Context: an optimization exercise on an open-source flow, tuned for small area. The choices shown serve that exercise and are no tape-out recipe. The RTL was checked by simulation tests, not by an equivalence proof against the original design. Power figures rest on the tool's default switching activity, not on a simulated workload.

### flow/design.v
module morseio(
    input morsein,
    input clk,
    input rst,
    output valid,
    output reg [7:0] s,
    output reg ov
);
reg [14:0] cnt;
reg [6:0] ph;
reg state;
wire e1   = (ph == 7'd100);
wire gap  = (ph == 7'd101);
wire post = e1 | gap;
wire ge100   = cnt >= 15'd100;
wire ge3000  = cnt >= 15'd3000;
wire ge5999  = cnt >= 15'd5999;
wire ge6000  = cnt >= 15'd6000;
wire ge20000 = cnt >= 15'd20000;
assign valid = (e1 & state & ge5999 & ~ge20000) | (gap & ~state & ge6000);
always @(posedge clk) begin
    if (rst || valid) begin
        cnt <= 0;
        ph <= 0;
        if (rst) state <= 0;
    end else begin
        if (e1) begin
            if (!state && ge6000) state <= 1;
            if (state && ge20000) state <= 0;
        end
        if (morsein) begin
            ph <= 0;
            if (post) cnt <= 1;
            else if (!ge20000) cnt <= cnt + 1'b1;
        end else begin
            if (!gap) ph <= ph + 1'b1;
            if (e1) cnt <= state ? 15'd1 : 15'd101;
            else if (gap) cnt <= cnt + 1'b1;
        end
    end
end
always @(posedge clk) begin
    if (ph == 7'd0 && cnt == 15'd0) begin
        s <= 8'd1;
        ov <= 0;
    end else if (e1 && ge100 && !ge6000) begin
        if (ov) begin
            if (s[6]) begin s <= 8'd1; ov <= 0; end
            else s <= {s[6:0], 1'b1};
        end else begin
            if (s[7]) begin s <= 8'd0; ov <= 1; end
            else s <= {s[6:0], ge3000};
        end
    end
end
endmodule
module morseTR(
    input [7:0] s,
    input ov,
    output [16:0] pat,
    output valid
);
wire [49:0] m;
assign m[0] = (s == 8'b00000010);
assign m[1] = (s == 8'b00000011);
assign m[2] = (s == 8'b00000100);
assign m[3] = (s == 8'b00000101);
assign m[4] = (s == 8'b00000110);
assign m[5] = (s == 8'b00000111);
assign m[6] = (s == 8'b00001000);
assign m[7] = (s == 8'b00001001);
assign m[8] = (s == 8'b00001010);
assign m[9] = (s == 8'b00001011);
assign m[10] = (s == 8'b00001100);
assign m[11] = (s == 8'b00001110);
assign m[12] = (s == 8'b00001111);
assign m[13] = (s == 8'b00010000);
assign m[14] = (s == 8'b00010001);
assign m[15] = (s == 8'b00010010);
assign m[16] = (s == 8'b00010100);
assign m[17] = (s == 8'b00010110);
assign m[18] = (s == 8'b00010111);
assign m[19] = (s == 8'b00011000);
assign m[20] = (s == 8'b00011001);
assign m[21] = (s == 8'b00011010);
assign m[22] = (s == 8'b00011011);
assign m[23] = (s == 8'b00011100);
assign m[24] = (s == 8'b00011101);
assign m[25] = (s == 8'b00110001);
assign m[26] = (s == 8'b00111111);
assign m[27] = (s == 8'b00100001);
assign m[28] = (s == 8'b00100011);
assign m[29] = (s == 8'b00100111);
assign m[30] = (s == 8'b00101111);
assign m[31] = (s == 8'b00110000);
assign m[32] = (s == 8'b00111000);
assign m[33] = (s == 8'b00111100);
assign m[34] = (s == 8'b00111110);
assign m[35] = (s == 8'b00110010);
assign m[36] = (s == 8'b00110110);
assign m[37] = (s == 8'b01001100);
assign m[38] = (s == 8'b01101010);
assign m[39] = (s == 8'b01110011);
assign m[40] = (s == 8'b01100001);
assign m[41] = (s == 8'b01101101);
assign m[42] = (s == 8'b01011110);
assign m[43] = (s == 8'b01010101);
assign m[44] = (s == 8'b01111000);
assign m[45] = (s == 8'b01001101);
assign m[46] = (s == 8'b11011001);
assign m[47] = (s == 8'b10101110);
assign m[48] = (s == 8'b10101010);
assign m[49] = (s == 8'b10110010);
assign valid = ~ov & ((|m) | s[7]);
assign pat = ({17{m[0]}} & 17'h080F3)
    | ({17{m[1]}} & 17'h02203)
    | ({17{m[2]}} & 17'h02233)
    | ({17{m[3]}} & 17'h088CF)
    | ({17{m[4]}} & 17'h011CC)
    | ({17{m[5]}} & 17'h005CC)
    | ({17{m[6]}} & 17'h088BB)
    | ({17{m[7]}} & 17'h000FC)
    | ({17{m[8]}} & 17'h098C7)
    | ({17{m[9]}} & 17'h050CC)
    | ({17{m[10]}} & 17'h0223F)
    | ({17{m[11]}} & 17'h008FB)
    | ({17{m[12]}} & 17'h000FF)
    | ({17{m[13]}} & 17'h088CC)
    | ({17{m[14]}} & 17'h044C0)
    | ({17{m[15]}} & 17'h080C3)
    | ({17{m[16]}} & 17'h000F0)
    | ({17{m[17]}} & 17'h088C7)
    | ({17{m[18]}} & 17'h0007C)
    | ({17{m[19]}} & 17'h02A3F)
    | ({17{m[20]}} & 17'h05500)
    | ({17{m[21]}} & 17'h000F3)
    | ({17{m[22]}} & 17'h088BC)
    | ({17{m[23]}} & 17'h04433)
    | ({17{m[24]}} & 17'h010FF)
    | ({17{m[25]}} & 17'h08830)
    | ({17{m[26]}} & 17'h090B3)
    | ({17{m[27]}} & 17'h0888C)
    | ({17{m[28]}} & 17'h0083F)
    | ({17{m[29]}} & 17'h08877)
    | ({17{m[30]}} & 17'h0040C)
    | ({17{m[31]}} & 17'h088FB)
    | ({17{m[32]}} & 17'h0000F)
    | ({17{m[33]}} & 17'h088FF)
    | ({17{m[34]}} & 17'h088BF)
    | ({17{m[35]}} & 17'h04400)
    | ({17{m[36]}} & 17'h01400)
    | ({17{m[37]}} & 17'h12807)
    | ({17{m[38]}} & 17'h04200)
    | ({17{m[39]}} & 17'h04000)
    | ({17{m[40]}} & 17'h08800)
    | ({17{m[41]}} & 17'h04100)
    | ({17{m[42]}} & 17'h00200)
    | ({17{m[43]}} & 17'h0AA00)
    | ({17{m[44]}} & 17'h02200)
    | ({17{m[45]}} & 17'h00030)
    | ({17{m[46]}} & 17'h1000C)
    | ({17{m[47]}} & 17'h09371)
    | ({17{m[48]}} & 17'h10000)
    | ({17{m[49]}} & 17'h00AF7);
endmodule
module morseMain(
    input din,
    input clk,
    input rst,
    output reg [16:0] sixteen_disp
);
wire [7:0] code;
wire code_ov;
wire validio;
wire validtr;
wire [16:0] pat;
reg isiovalid;
morseio io(
    .morsein(din),
    .clk(clk),
    .rst(rst),
    .valid(validio),
    .s(code),
    .ov(code_ov)
);
morseTR tr(
    .s(code),
    .ov(code_ov),
    .pat(pat),
    .valid(validtr)
);
wire upd = (isiovalid || validio) && validtr;
always @(posedge clk)
if (rst) begin
    isiovalid <= 0;
    sixteen_disp <= 0;
end else begin
    if (validio) isiovalid <= 1;
    if (upd) begin
        sixteen_disp <= pat;
        isiovalid <= 0;
    end
end
endmodule
### flow/run.sh
#!/bin/bash
# synth_recipe.tcl (not shown) runs the flow's synth.tcl, then flattens the netlist and writes it again
# the make line also repeats each setting of config.mk as NAME=value (left out here)
make -C /OpenROAD-flow-scripts/flow DESIGN_CONFIG=/design/flow/config.mk WORK_HOME=/design/flow/orfs CLKGATE_MAP_FILE= SYNTH_SCRIPT=/design/flow/synth_recipe.tcl finish
### flow/config.mk
export PLATFORM = sky130hd
export DESIGN_NAME = morseMain
export DESIGN_NICKNAME = morseMain
export VERILOG_FILES = /design/flow/design.v
export SDC_FILE = /design/flow/constraint.sdc
export NUM_CORES = 4
export LEC_CHECK = 0
export CAP_MARGIN = 20
export CORE_MARGIN = 2
export CORE_UTILIZATION = 40
export SLEW_MARGIN = 20
### flow/constraint.sdc
create_clock -name core_clock -period 10.0 [get_ports {clk}]
set_input_delay 2.0000 -clock core_clock [delete_from_list [all_inputs] [get_ports {clk}]]
set_output_delay 2.0000 -clock core_clock [all_outputs]
set_load 0.01 [all_outputs]
==> results of run 1 <==
==> tightest hold or removal path: stages (launching register included) <==
cell and delay (ns):
sky130_fd_sc_hd__dfxtp_1 0.34, sky130_fd_sc_hd__nand2_1 0.06, sky130_fd_sc_hd__a21oi_1 0.05
==> cell usage in the layout (no fill, tap or decap), drive strengths merged, types with 13 or more instances in the layout <==
cell / synthesis / layout
dfxtp: 48 / 48
nand3: 25 / 25
o21ai: 20 / 20
clkdlybuf4s50: 0 / 19
a21oi: 46 / 46
nor3: 15 / 15
a211oi: 19 / 19
nand2: 35 / 35
nand2b: 21 / 21
nor2: 52 / 52
nand4: 13 / 13
==> cell type report <==
| cell class | count | area, sq um | share of cell area, % |
|---|---|---|---|
| timing repair buffer | 29 | 265 | 6.56 |
| sequential | 49 | 991 | 24.5 |
| tap | 111 | 139 | 3.43 |
| clock inverter | 2 | 20.0 | 0.495 |
| inverter | 11 | 41.3 | 1.02 |
| multi-input combinational | 402 | 2490 | 61.7 |
| clock buffer | 6 | 93.8 | 2.32 |
==> per-layer routing <==
metal	track usage [%]	share of wire (%)	up-vias	routed length, microns
li1	-	-	1877	-
met1	28.5	42	1789	4640
met2	35.3	46	195	5040
met3	3.68	7.7	34	852
met4	10.2	4.3	0	473
met5	0	0	-	0
==> state kept, by name (all words and copies together) (netlist names) <==
name / count
io.cnt: 15
io.s: 8
io.ov: 1
io.ph: 7
io.state: 1
sixteen_disp: 16
isiovalid: 1
==> path summary, 6_finish.rpt <==
| path | start | to | slack, ns | cells past startpoint |
|---|---|---|---|---|
| setup / recovery | io.s[4]$_SDFFE_PP0P_ | sixteen_disp[14]$_SDFFE_PP0P_ | 6.02 | 8 |
| hold / removal | io.ph[1]$_SDFFE_PP0P_ | io.ph[1]$_SDFFE_PP0P_ | 0.50 | 2 |
| setup reg to reg | io.s[4]$_SDFFE_PP0P_ | sixteen_disp[14]$_SDFFE_PP0P_ | 6.02 | 8 |
| hold reg to reg | io.ph[1]$_SDFFE_PP0P_ | io.ph[1]$_SDFFE_PP0P_ | 0.50 | 2 |
==> metrics by stage <==
stage / power, mW / util (%) / worst slack (ns) / instance area (sq um)
final: 0.353 / 44.2 / 6.02 / 4040
after global routing: 0.367 / 44.2 / 5.64 / 4040
after CTS: 0.359 / 44.2 / 6.20 / 4040
after detailed placement: 0.216 / 42.9 / 6.14 / 3930
after global placement: 0.215 / 42.9 / 6.20 / 3930
after floorplan: 0.212 / - / 6.93 / 3740
==> power by group through the flow <==
stage | clock network (mW) | logic (mW) | registers [mW]
after floorplan | 0 | 0.00902 | 0.203
after global placement | 0 | 0.0123 | 0.203
after detailed placement | 0 | 0.0127 | 0.203
after CTS | 0.147 | 0.0127 | 0.199
after global routing | 0.153 | 0.0145 | 0.199
final | 0.142 | 0.0126 | 0.199
==> logic make-up (layout without fill, tap and decap cells) <==
group / after synthesis / in the layout / share of synthesized area (%)
simple gates: 233 / 233 / 34.8
compound gates: 146 / 146 / 25.9
buf+inv: 56 / 48 / 6.89
flops: 49 / 49 / 26.5
xor+xnor: 17 / 17 / 3.98
fa+ha+maj: 5 / 5 / 1.67
mux: 1 / 1 / 0.267
==> summary.txt, run 1 <==
number of library cell types mapped by synthesis 69; critical path's largest stage delay 1.00 ns; worst path bufs/invs 1; pin count of the biggest net entering global routing 48; synthesized netlist net count 515; net count of the finished layout 506; Top Family by Delay on Critical Path simple AND/OR/NAND/NOR gates; Routability Congestion 0.996; post-detailed-route DRC marker count 0; outcome timing/DRC/antenna clean; vias in the first global route 3568; switching power share of the total 24.2%; Switching Power 0.0854 mW; kind of critical path flip-flop to flip-flop; post-CTS setup-driven buffer insertion count 0; iteration-0 DRC count of the detailed router 413; HPWL reported at the end of detailed placement 7670 microns; static leakage power 1.33 nW; CTS tree yes; post-synth top area share 25.7%; maximum frequency from static timing analysis 252 MHz; number of synthesized register bits 49; max-cap check violation count 0; combinational fraction of design power 3.6%; most frequently used flop master after synthesis sky130_fd_sc_hd__dfxtp_1; core region area 0.00915 sq mm; worst path cell trace nor4_2 > buf_4 > a32oi_1 > nor2b_1 > nor4b_1 > nand4_1 > and2_1 > a311oi_1; async set-reset flop share out of synthesis 0%; H-tree levels 2; instance count of the mapped netlist 507; sequential cell area fraction in the yosys report 26.5%; minimum period implied by the final worst setup slack 3.98 ns; cell-internal power 0.268 mW; DIE WIDTH 101 microns; Max VDD drop 0.0597 mV; count leader, synth sky130_fd_sc_hd__nor2_1; die span in y 101 microns; post-CTS sizing 0; worst slew margin relative to its limit 32.4%; total via count in the routed design 3895; clock slew at the register clock pins of the worst setup and hold paths 0.10 ns; Initial DRT Pass Iterations 5; wirelength, routed 11000 microns; number of setup violations in the final report 0; PortBufs 19; total number of clock tree sinks 49; EDFF count, synth 1; Clk pwr share 40.2%; syn avg cell area 7.38 sq um; highest fanout seen on the critical path 32; largest cells by area after synthesis sky130_fd_sc_hd__dfxtp_1 26%, sky130_fd_sc_hd__a21oi_1 6.0%, sky130_fd_sc_hd__nor2_1 5.1%; latest clock arrival within the worst-skew pair 0.31 ns; total number of placement rows 35; vias per cell 6.39; number of buffers created by CTS 5; Worst Hold Class flip-flop to flip-flop; share of total power in sequential cells 56.2%; wire length per cell after detailed routing 18.0 microns; antenna cells 0; type of element launching the critical path flip-flop; cts-stage hold buffer count 0; WHS 0.496 ns; number of standard cells in the final layout excluding fillers 610; Yosys warning total 2; final number of max-transition violations 0; number of I/O pins 20; GRT Overall Usage 21.9%; slowest stage cell on the critical path sky130_fd_sc_hd__dfxtp_1; count of filler cells inserted in the layout 934; post-synthesis instance area 0.00374 sq mm; area leader, netlist sky130_fd_sc_hd__dfxtp_1; Remaining Overflow, GRT 0; Data arrival, critical path 4.18 ns; final hold violation count 0; slew at the pin closest to its max-slew limit 1.01 ns; power density over the cells 87.4 mW/mm^2; Data required, critical path 10.21 ns; Layout area overhead 8.06%; root buffer selected by CTS sky130_fd_sc_hd__clkbuf_8; first-pass GRT wire length 17900 microns; Starting Density 40.9%; count of nets left with antenna violations after detail routing 0; worst-case clock skew 0.00494 ns; placed cell count 602; endpoint type of the worst setup path flip-flop; maximum root-to-sink buffer count 2; unrepaired setup endpoints after global routing false; die outline area 0.0101 sq mm; fraction of final layout cells sized beyond drive strength 1 5.41%; setup total negative slack 0 ns; final cycle utilization of the critical path 39.8%; initial antenna violation count 0; most numerous cell types in the synthesized netlist 51 x sky130_fd_sc_hd__nor2_1, 48 x sky130_fd_sc_hd__dfxtp_1, 45 x sky130_fd_sc_hd__a21oi_1, 35 x sky130_fd_sc_hd__nand2_1, 25 x sky130_fd_sc_hd__nand3_1
==> inputs of run 2 (changes only) <==
--- a/flow/design.v
+++ b/flow/design.v
@@ -7,19 +7,23 @@
     output reg ov
 );
-reg [14:0] cnt;
+reg [6:0] lo;
+reg [7:0] hi;
 reg [6:0] ph;
 reg state;
-wire e1   = (ph == 7'd100);
-wire gap  = (ph == 7'd101);
-wire post = e1 | gap;
-wire ge100   = cnt >= 15'd100;
-wire ge3000  = cnt >= 15'd3000;
-wire ge5999  = cnt >= 15'd5999;
-wire ge6000  = cnt >= 15'd6000;
-wire ge20000 = cnt >= 15'd20000;
+wire e1   = ph[6] & ph[5] & ph[2] & ~ph[0];    
+wire gap  = ph[6] & ph[5] & ph[2] &  ph[0];    
+wire post = ph[6] & ph[5] & ph[2];
+wire lo99 = lo[6] & lo[5] & lo[1] & lo[0];     
+wire ge100   = |hi;
+wire ge3000  = hi[7] | hi[6] | hi[5] | (hi[4] & hi[3] & hi[2] & hi[1]);
+wire ge6000  = hi[7] | hi[6] | (hi[5] & hi[4] & hi[3] & hi[2]);
+wire ge5999  = ge6000 | (hi == 8'd59 && lo99);
+wire ge20000 = hi[7] & hi[6] & hi[3];
 assign valid = (e1 & state & ge5999 & ~ge20000) | (gap & ~state & ge6000);
+wire inc = ~ge20000 & (morsein ? ~post : gap);
 always @(posedge clk) begin
     if (rst || valid) begin
-        cnt <= 0;
+        lo <= 0;
+        hi <= 0;
         ph <= 0;
         if (rst) state <= 0;
@@ -29,17 +33,17 @@
             if (state && ge20000) state <= 0;
         end
-        if (morsein) begin
-            ph <= 0;
-            if (post) cnt <= 1;
-            else if (!ge20000) cnt <= cnt + 1'b1;
-        end else begin
-            if (!gap) ph <= ph + 1'b1;
-            if (e1) cnt <= state ? 15'd1 : 15'd101;
-            else if (gap) cnt <= cnt + 1'b1;
+        if (morsein) ph <= 0;
+        else if (!gap) ph <= ph + 1'b1;
+        if (post && (morsein || e1)) begin
+            lo <= 7'd1;
+            hi <= (morsein || state) ? 8'd0 : 8'd1;
+        end else if (inc) begin
+            lo <= lo99 ? 7'd0 : lo + 1'b1;
+            if (lo99) hi <= hi + 1'b1;
         end
     end
 end
 always @(posedge clk) begin
-    if (ph == 7'd0 && cnt == 15'd0) begin
+    if (ph == 7'd0 && lo == 7'd0 && hi == 8'd0) begin
         s <= 8'd1;
         ov <= 0;
@@ -58,5 +62,4 @@
     input [7:0] s,
     input ov,
-    output [16:0] pat,
     output valid
 );
@@ -113,4 +116,60 @@
 assign m[49] = (s == 8'b10110010);
 assign valid = ~ov & ((|m) | s[7]);
+endmodule
+module morseSeg(
+    input [7:0] s,
+    output [16:0] pat
+);
+wire [49:0] m;
+assign m[0] = (s == 8'b00000010);
+assign m[1] = (s == 8'b00000011);
+assign m[2] = (s == 8'b00000100);
+assign m[3] = (s == 8'b00000101);
+assign m[4] = (s == 8'b00000110);
+assign m[5] = (s == 8'b00000111);
+assign m[6] = (s == 8'b00001000);
+assign m[7] = (s == 8'b00001001);
+assign m[8] = (s == 8'b00001010);
+assign m[9] = (s == 8'b00001011);
+assign m[10] = (s == 8'b00001100);
+assign m[11] = (s == 8'b00001110);
+assign m[12] = (s == 8'b00001111);
+assign m[13] = (s == 8'b00010000);
+assign m[14] = (s == 8'b00010001);
+assign m[15] = (s == 8'b00010010);
+assign m[16] = (s == 8'b00010100);
+assign m[17] = (s == 8'b00010110);
+assign m[18] = (s == 8'b00010111);
+assign m[19] = (s == 8'b00011000);
+assign m[20] = (s == 8'b00011001);
+assign m[21] = (s == 8'b00011010);
+assign m[22] = (s == 8'b00011011);
+assign m[23] = (s == 8'b00011100);
+assign m[24] = (s == 8'b00011101);
+assign m[25] = (s == 8'b00110001);
+assign m[26] = (s == 8'b00111111);
+assign m[27] = (s == 8'b00100001);
+assign m[28] = (s == 8'b00100011);
+assign m[29] = (s == 8'b00100111);
+assign m[30] = (s == 8'b00101111);
+assign m[31] = (s == 8'b00110000);
+assign m[32] = (s == 8'b00111000);
+assign m[33] = (s == 8'b00111100);
+assign m[34] = (s == 8'b00111110);
+assign m[35] = (s == 8'b00110010);
+assign m[36] = (s == 8'b00110110);
+assign m[37] = (s == 8'b01001100);
+assign m[38] = (s == 8'b01101010);
+assign m[39] = (s == 8'b01110011);
+assign m[40] = (s == 8'b01100001);
+assign m[41] = (s == 8'b01101101);
+assign m[42] = (s == 8'b01011110);
+assign m[43] = (s == 8'b01010101);
+assign m[44] = (s == 8'b01111000);
+assign m[45] = (s == 8'b01001101);
+assign m[46] = (s == 8'b11011001);
+assign m[47] = (s == 8'b10101110);
+assign m[48] = (s == 8'b10101010);
+assign m[49] = (s == 8'b10110010);
 assign pat = ({17{m[0]}} & 17'h080F3)
     | ({17{m[1]}} & 17'h02203)
@@ -168,5 +227,5 @@
     input clk,
     input rst,
-    output reg [16:0] sixteen_disp
+    output [16:0] sixteen_disp
 );
 wire [7:0] code;
@@ -174,5 +233,5 @@
 wire validio;
 wire validtr;
-wire [16:0] pat;
+reg [7:0] shown;    
 reg isiovalid;
 morseio io(
@@ -187,6 +246,9 @@
     .s(code),
     .ov(code_ov),
-    .pat(pat),
     .valid(validtr)
+);
+morseSeg seg(
+    .s(shown),
+    .pat(sixteen_disp)
 );
 wire upd = (isiovalid || validio) && validtr;
@@ -194,9 +256,9 @@
 if (rst) begin
     isiovalid <= 0;
-    sixteen_disp <= 0;
+    shown <= 0;
 end else begin
     if (validio) isiovalid <= 1;
     if (upd) begin
-        sixteen_disp <= pat;
+        shown <= code;
         isiovalid <= 0;
     end
==> run 2 against run 1 <==
Effect of this change: still clean; critical path depth is 1 lower; final cell count is 0.82% lower; via count is 5.0% lower; register-to-register slack better by 1.7 ns; hold slack worse by 0.023 ns; combinational power is 7% higher; fmax is 28% lower; clock skew is 0.0052 ns higher; clock power hardly changed; largest cell class unchanged; highest routed layer unchanged.
==> summary.txt, run 2 <==
Remaining Overflow, GRT 0 (unchanged); total via count in the routed design 3700 (was 3895); unrepaired setup endpoints after global routing false (unchanged); critical path's largest stage delay 0.96 ns (was 1.00 ns); post-detailed-route DRC marker count 0 (unchanged); final cycle utilization of the critical path 55.3% (was 39.8%); total number of clock tree sinks 41 (was 49); most common library cell in the layout ignoring fill and taps sky130_fd_sc_hd__nor2_1 (unchanged); Initial DRT Pass Iterations 5 (unchanged); portion of netlist area occupied by mux cells 3.54% (was 0.267%); latest clock arrival within the worst-skew pair 0.30 ns (was 0.31 ns); first-pass GRT wire length 16900 microns (was 17900 microns); power density over the cells 81.7 mW/mm^2 (was 87.4 mW/mm^2); Max VDD drop 0.0684 mV (was 0.0597 mV); synthesized netlist net count 520 (was 515); Worst Hold Class flip-flop to flip-flop (unchanged); slew at the pin closest to its max-slew limit 0.994 ns (was 1.01 ns); clock slew at the register clock pins of the worst setup and hold paths 0.07 ns (was 0.10 ns); wire length on met3 514 microns (was 852 microns); final hold violation count 0 (unchanged); Data required, critical path 8.00 ns (was 10.21 ns); number of library cell types mapped by synthesis 72 (was 69); count leader, synth sky130_fd_sc_hd__nor2_1 (unchanged); DIE WIDTH 99.9 microns (was 101 microns); worst-case clock skew 0.0101 ns (was 0.00494 ns); Starting Density 40.6% (was 40.9%); kind of critical path flip-flop to output pin (was flip-flop to flip-flop); highest fanout seen on the critical path 30 (was 32); die outline area 0.00999 sq mm (was 0.0101 sq mm); outcome timing/DRC/antenna clean (unchanged); instance count of the mapped netlist 511 (was 507); Met1 Routed Length 4570 microns (was 4640 microns); Data arrival, critical path 3.53 ns (was 4.18 ns); number of setup violations in the final report 0 (unchanged); Simple-Gate Fraction of Synth Area 37.8% (was 34.8%); pre-CTS worst setup slack 4.77 ns (was 6.14 ns); Layout area overhead 7.07% (was 8.06%); number of I/O pins 20 (unchanged); number of synthesized register bits 41 (was 49); H-tree levels 2 (unchanged); post-CTS sizing 0 (unchanged); fraction of final layout cells sized beyond drive strength 1 5.67% (was 5.41%); post-synthesis instance area 0.00368 sq mm (was 0.00374 sq mm); HPWL reported at the end of detailed placement 7010 microns (was 7670 microns); WHS 0.473 ns (was 0.496 ns); wire length per cell after detailed routing 16.6 microns (was 18.0 microns); dominant combinational cell family by area after synthesis simple AND/OR/NAND/NOR gates (unchanged); async set-reset flop share out of synthesis 0% (unchanged); area leader, netlist sky130_fd_sc_hd__dfxtp_1 (unchanged); worst path cell trace nor4b_1 > nor2_1 > o32a_1 > o21ai_0 > nor2_1 > o2111ai_1 > clkdlybuf4s50_1 (was nor4_2 > buf_4 > a32oi_1 > nor2b_1 > nor4b_1 > nand4_1 > and2_1 > a311oi_1); worst slew margin relative to its limit 33.2% (was 32.4%); syn avg cell area 7.20 sq um (was 7.38 sq um); iteration-0 DRC count of the detailed router 230 (was 413); pin count of the biggest net entering global routing 43 (was 48); post-synthesis adder-cell area fraction 2.04% (was 1.67%); PortBufs 19 (unchanged); setup ws final 4.47 ns (was 6.02 ns); setup total negative slack 0 ns (unchanged); most frequently used flop master after synthesis sky130_fd_sc_hd__dfxtp_1 (unchanged); final number of max-transition violations 0 (unchanged); vias per cell 6.12 (was 6.39); total number of placement rows 35 (unchanged); GRT Overall Usage 20.4% (was 21.9%); xor and xnor fraction of the mapped netlist area 3.81% (was 3.98%); antenna cells 0 (unchanged); vias in the first global route 3368 (was 3568); root buffer selected by CTS sky130_fd_sc_hd__clkbuf_8 (unchanged); cts-stage hold buffer count 0 (unchanged); static leakage power 1.34 nW (was 1.33 nW); post-CTS setup-driven buffer insertion count 0 (unchanged); initial antenna violation count 0 (unchanged); type of element launching the critical path flip-flop (unchanged); core region area 0.00906 sq mm (was 0.00915 sq mm); commonest non-fill, non-tap cells in the layout 52 x sky130_fd_sc_hd__nor2_1, 45 x sky130_fd_sc_hd__nand2_1, 40 x sky130_fd_sc_hd__dfxtp_1 (was 51 x sky130_fd_sc_hd__nor2_1, 48 x sky130_fd_sc_hd__dfxtp_1, 45 x sky130_fd_sc_hd__a21oi_1); sequential cell area fraction in the yosys report 22.6% (was 26.5%); minimum period implied by the final worst setup slack 5.53 ns (was 3.98 ns); count of nets left with antenna violations after detail routing 0 (unchanged); CTS tree yes (unchanged); post-synth top area share 21.8% (was 25.7%); highest metal layer with signal wires met4 (unchanged); maximum frequency from static timing analysis 181 MHz (was 252 MHz); die span in y 99.9 microns (was 101 microns); Routability Congestion 0.944 (was 0.996); max-cap check violation count 0 (unchanged); largest registers in the final layout io.hi: 8 flops, io.s: 8 flops, shown: 8 flops (was sixteen_disp: 16 flops, io.cnt: 15 flops, io.s: 8 flops); Yosys warning total 2 (unchanged); slowest stage cell on the critical path sky130_fd_sc_hd__dfxtp_1 (unchanged); met2 wire length 4600 microns (was 5040 microns); net count of the finished layout 502 (was 506); maximum root-to-sink buffer count 2 (unchanged); EDFF count, synth 1 (unchanged); most numerous cell types in the synthesized netlist 52 x sky130_fd_sc_hd__nor2_1, 45 x sky130_fd_sc_hd__nand2_1, 40 x sky130_fd_sc_hd__dfxtp_1, 33 x sky130_fd_sc_hd__a21oi_1, 30 x sky130_fd_sc_hd__nand3_1 (was 51 x sky130_fd_sc_hd__nor2_1, 48 x sky130_fd_sc_hd__dfxtp_1, 45 x sky130_fd_sc_hd__a21oi_1, 35 x sky130_fd_sc_hd__nand2_1, 25 x sky130_fd_sc_hd__nand3_1); most used cell along the critical path sky130_fd_sc_hd__nor2_1; share of the synthesized area in compound gates (AO/OA/AOI/OAI) 23.1% (was 25.9%); endpoint type of the worst setup path output pin (was flip-flop); wirelength, routed 10000 microns (was 11000 microns); largest cells by area after synthesis sky130_fd_sc_hd__dfxtp_1 22%, sky130_fd_sc_hd__nor2_1 5.3%, sky130_fd_sc_hd__nand2_1 4.6% (was sky130_fd_sc_hd__dfxtp_1 26%, sky130_fd_sc_hd__a21oi_1 6.0%, sky130_fd_sc_hd__nor2_1 5.1%); number of buffers created by CTS 5 (unchanged)
-- run 2: worst max-delay path: cells and delay by family, from the launching register on --
kind | cells | cell delay, ns
compound gates | 3 | 0.64
flops | 1 | 0.96
simple gates | 3 | 1.05
buf+inv | 1 | 0.58
-- run 2: logic make-up after synthesis --
kind of cell	count (synthesis)
adders and majority gates	6
muxes	13
DFF	41
buffers and inverters	60
and+or+nand+nor	252
xor gates and xnor gates	16
AOI/OAI and AO/OA	123
-- run 2: final timing paths --
check / from / end / cells after the start / slack [ns]
max: shown[5]$_SDFFE_PP0P_ / sixteen_disp[4] / 7 / 4.47
min: shown[4]$_SDFFE_PP0P_ / shown[4]$_SDFFE_PP0P_ / 2 / 0.47
max reg2reg: io.hi[1]$_SDFFE_PP0P_ / shown[0]$_SDFFE_PP0P_ / 7 / 7.71
min reg2reg: shown[4]$_SDFFE_PP0P_ / shown[4]$_SDFFE_PP0P_ / 2 / 0.47
-- run 2: metal layers --
layer / global-route usage (%) / up-vias
li1: - / 1826
met1: 27.7 / 1719
met4: 8.01 / 0
met5: 0 / -
met3: 2.37 / 29
met2: 33.3 / 126
-- run 2: layout make-up --
cell class              instances  area (sq um)
clock buffers                   6          82.6
clock inverters                 2          37.5
fillers                       953          5120
inverters                      12          45.0
multi-input cells             410          2590
flip-flops and latches         41           831
well taps                     111           139
repair buffers                 23           220
-- run 2: where the power goes --
| group | total [mW] | internal (mW) | switching, mW |
|---|---|---|---|
| combinational | 0.0135 | 0.00517 | 0.00830 |
| clock | 0.141 | 0.0812 | 0.0598 |
| sequential | 0.168 | 0.165 | 0.00242 |
| total | 0.322 | 0.251 | 0.0705 |
-- run 2: metrics by stage --
step	cells	power [mW]	utilization [%]	area, sq um
6_report	605	0.322	43.5	3940
5_1_grt	605	0.336	43.5	3940
4_1_cts	605	0.327	43.5	3940
3_5_place_dp	597	0.185	42.2	3820
3_3_place_gp	597	0.184	42.2	3820
2_1_floorplan	511	0.181	-	3680

==> afterwards: timing with drivers on the ports <==
The flow's constraints put no driver on any port. The routed layouts listed below were extracted and timed again, unchanged, in two steps. Step 1: set_driving_cell puts a clkbuf_16 on clk and a buf_2 on each other input, an assumption about the parent block. Step 2 moves the port delays by t, midway between the first and last clock arrival at a register: inputs arrive t later, outputs are due t later. That takes back most of the time a late clock gives input paths. Three values: ideal ports, drivers, drivers and shift; two values: the first two.
run	t (ns)	setup slack, ns	hold slack, ns
run 1	0.338	6.024 / 6.024 / 6.024	0.496 / 0.496 / 0.496
run 2	0.320	4.470 / 4.440 / 4.760	0.473 / 0.473 / 0.473
After both steps setup and hold are still met in every run listed.
